Source: an optimization exercise on an open RTL-to-GDS flow (aim: small area). Production flows keep margins and buffers that such runs may drop. The RTL was checked by simulation tests, not by an equivalence proof against the original design.

==> module dds_tone, before the edit <==
module dds_tone (
  input         clk,
  input         zero,
  input  [12:0] phase,
  input  [15:0] scale,
  output [13:0] sine,
  output reg [15:0] scale_d
);
  reg [12:0] phase_m;
  always @(posedge clk) phase_m <= zero ? 13'd0 : phase;
  wire [13:0] a0_s;
  dds_angle_0 i_angle_0 (.si (phase_m), .so (a0_s));
  reg [13:0] a0;
  always @(posedge clk) a0 <= a0_s;
  wire [13:0] a1_s;
  dds_angle_1 i_angle_1 (.si (a0), .so (a1_s));
  reg [13:0] a1;
  always @(posedge clk) a1 <= a1_s;
  wire [13:0] a2_s;
  dds_angle_2 i_angle_2 (.si (a1), .so (a2_s));
  reg [13:0] a2;
  always @(posedge clk) a2 <= a2_s;
  wire [13:0] a3_s;
  dds_angle_3 i_angle_3 (.si (a2), .so (a3_s));
  reg [13:0] a3;
  always @(posedge clk) a3 <= a3_s;
  wire [13:0] a4_s;
  dds_angle_4 i_angle_4 (.si (a3), .so (a4_s));
  reg [13:0] a4;
  always @(posedge clk) a4 <= a4_s;
  wire [12:0] a5_s;
  dds_angle_5 i_angle_5 (.si (a4), .so (a5_s));
  reg [13*2-1:0] dl;
  always @(posedge clk) dl <= {dl[13*1-1:0], a5_s};
  dds_sine i_sine (.clk (clk), .dv (dl[13*2-1:13*1]), .sine (sine));
  always @(posedge clk) scale_d <= scale;
endmodule
==> module tx_dds, before the edit <==
module tx_dds (
  input           clk,
  input           dac_dds_format,
  input           dac_data_sync,
  input           dac_valid,
  input   [15:0]  tone_1_scale,
  input   [15:0]  tone_2_scale,
  input   [15:0]  tone_1_init_offset,
  input   [15:0]  tone_2_init_offset,
  input   [15:0]  tone_1_freq_word,
  input   [15:0]  tone_2_freq_word,
  output  [11:0]  dac_dds_data
);
  reg         sync_m;
  reg         sync_pulse;
  reg  [15:0] incr_0;
  reg  [15:0] incr_1;
  reg  [15:0] phase_0;
  reg  [15:0] phase_1;
  always @(posedge clk) begin
    sync_m <= dac_data_sync;
    sync_pulse <= sync_m & ~dac_data_sync;
    incr_0 <= tone_1_freq_word;
    incr_1 <= tone_2_freq_word;
    if (dac_data_sync) begin
      phase_0 <= 16'd0;
      phase_1 <= 16'd0;
    end else if (sync_pulse) begin
      phase_0 <= tone_1_init_offset;
      phase_1 <= tone_2_init_offset;
    end else if (dac_valid) begin
      phase_0 <= phase_0 + incr_0;
      phase_1 <= phase_1 + incr_1;
    end
  end
  wire zero = dac_data_sync | sync_pulse;
  wire [13:0] sine_0;
  wire [13:0] sine_1;
  wire [15:0] scale_0;
  wire [15:0] scale_1;
  dds_tone i_tone_0 (.clk (clk), .zero (zero), .phase (phase_0[15:3]),
                     .scale (tone_1_scale), .sine (sine_0), .scale_d (scale_0));
  dds_tone i_tone_1 (.clk (clk), .zero (zero), .phase (phase_1[15:3]),
                     .scale (tone_2_scale), .sine (sine_1), .scale_d (scale_1));
  wire [13:0] qa_s;
  wire [13:0] qb_s;
  dds_mul2 i_mul (.a0 (sine_0), .b0 (scale_0), .a1 (sine_1), .b1 (scale_1),
                  .qa (qa_s), .qb (qb_s));
  reg  [13:0] qa;
  reg  [13:0] qb;
  reg  [13:0] sum;
  always @(posedge clk) begin
    qa <= qa_s;
    qb <= qb_s;
  end
  wire [13:0] sum_s;
  dds_rca #(.W(14)) i_sum (.a (qa), .b (qb), .ci (1'b0), .s (sum_s));
  always @(posedge clk) sum <= sum_s;
  wire [11:0] rnd;
  dds_rca #(.W(12)) i_rnd (.a (sum[13:2]), .b (12'd0), .ci (sum[13] & (sum[1] | sum[0])), .s (rnd));
  reg  [12*5-1:0] dly;
  reg  [11:0] fmt;
  reg  [11:0] out;
  always @(posedge clk) begin
    dly <= {dly[12*4-1:0], rnd};
    fmt <= {dly[12*5-1] ^ dac_dds_format, dly[12*5-2:12*4]};
    out <= fmt;
  end
  assign dac_dds_data = out;
endmodule
clock: 7.0 ns
lec_check: 0
abc_area: 1
cap_margin: 20
core_margin: 2
core_utilization: 40
cts_buf_list: sky130_fd_sc_hd__clkbuf_4
slew_margin: 20
run.sh (not shown) runs the stock make flow with config.mk's settings and CLKGATE_MAP_FILE= SYNTH_SCRIPT=/design/flow/synth_recipe.tcl, a recipe that flattens the netlist after the stock synthesis.
The starting point finished clean.
Change:
--- a/flow/design.v
+++ b/flow/design.v
@@ -1127,7 +1127,7 @@
   input  [12:0] phase,
   input  [15:0] scale,
   output [13:0] sine,
-  output reg [15:0] scale_d
+  output [15:0] scale_d
 );
   reg [12:0] phase_m;
   always @(posedge clk) phase_m <= zero ? 13'd0 : phase;
@@ -1153,10 +1153,10 @@
   always @(posedge clk) a4 <= a4_s;
   wire [12:0] a5_s;
   dds_angle_5 i_angle_5 (.si (a4), .so (a5_s));
-  reg [13*2-1:0] dl;
-  always @(posedge clk) dl <= {dl[13*1-1:0], a5_s};
-  dds_sine i_sine (.clk (clk), .dv (dl[13*2-1:13*1]), .sine (sine));
-  always @(posedge clk) scale_d <= scale;
+  reg [13*1-1:0] dl;
+  always @(posedge clk) dl <= a5_s;
+  dds_sine i_sine (.clk (clk), .dv (dl[13*1-1:13*0]), .sine (sine));
+  assign scale_d = scale;   
 endmodule
 `timescale 1ns/100ps
 module dds_rca #(
@@ -1239,12 +1239,12 @@
   always @(posedge clk) sum <= sum_s;
   wire [11:0] rnd;
   dds_rca #(.W(12)) i_rnd (.a (sum[13:2]), .b (12'd0), .ci (sum[13] & (sum[1] | sum[0])), .s (rnd));
-  reg  [12*5-1:0] dly;
+  reg  [12*6-1:0] dly;
   reg  [11:0] fmt;
   reg  [11:0] out;
   always @(posedge clk) begin
-    dly <= {dly[12*4-1:0], rnd};
-    fmt <= {dly[12*5-1] ^ dac_dds_format, dly[12*5-2:12*4]};
+    dly <= {dly[12*5-1:0], rnd};
+    fmt <= {dly[12*6-1] ^ dac_dds_format, dly[12*6-2:12*5]};
     out <= fmt;
   end
   assign dac_dds_data = out;
What happened: Utilization rose by 0.21 points. Synthesized cell count fell by 1.1%. Critical path depth fell by 2. Final area fell by 2.2%. Worst setup slack gains 0.0080 ns.

-- re-timing with driven ports --
The flow's constraints put no driver on any port. The routed layouts listed below were extracted and timed again, unchanged, in two steps.
Step 1: set_driving_cell puts a clkbuf_16 on clk and a buf_2 on each other input, an assumption about the parent block.
Step 2 moves the port delays by t, midway between the first and last clock arrival at a register: inputs arrive t later, outputs are due t later. That takes back most of the time a late clock gives input paths.
Slacks: ideal ports / drivers / drivers and shift; pairs: ideal ports / drivers.
run | t, ns | setup WS [ns] | hold slack, ns | worst setup path at the end | latest minus earliest clock arrival (ns)
the first run | 1.126 | 0.449 / 0.449 / 0.449 | 0.264 / 0.264 / 0.264 | register to register | 0.094 / 0.095
the second run | 1.056 | 0.457 / 0.457 / 0.271 | 0.292 / 0.292 / 0.292 | input to register | 0.101 / 0.101
After both steps setup and hold are still met in every run listed. For the second run, which loses most, drivers alone change the setup slack by 0.000 ns; drivers and shift together by -0.186 ns.
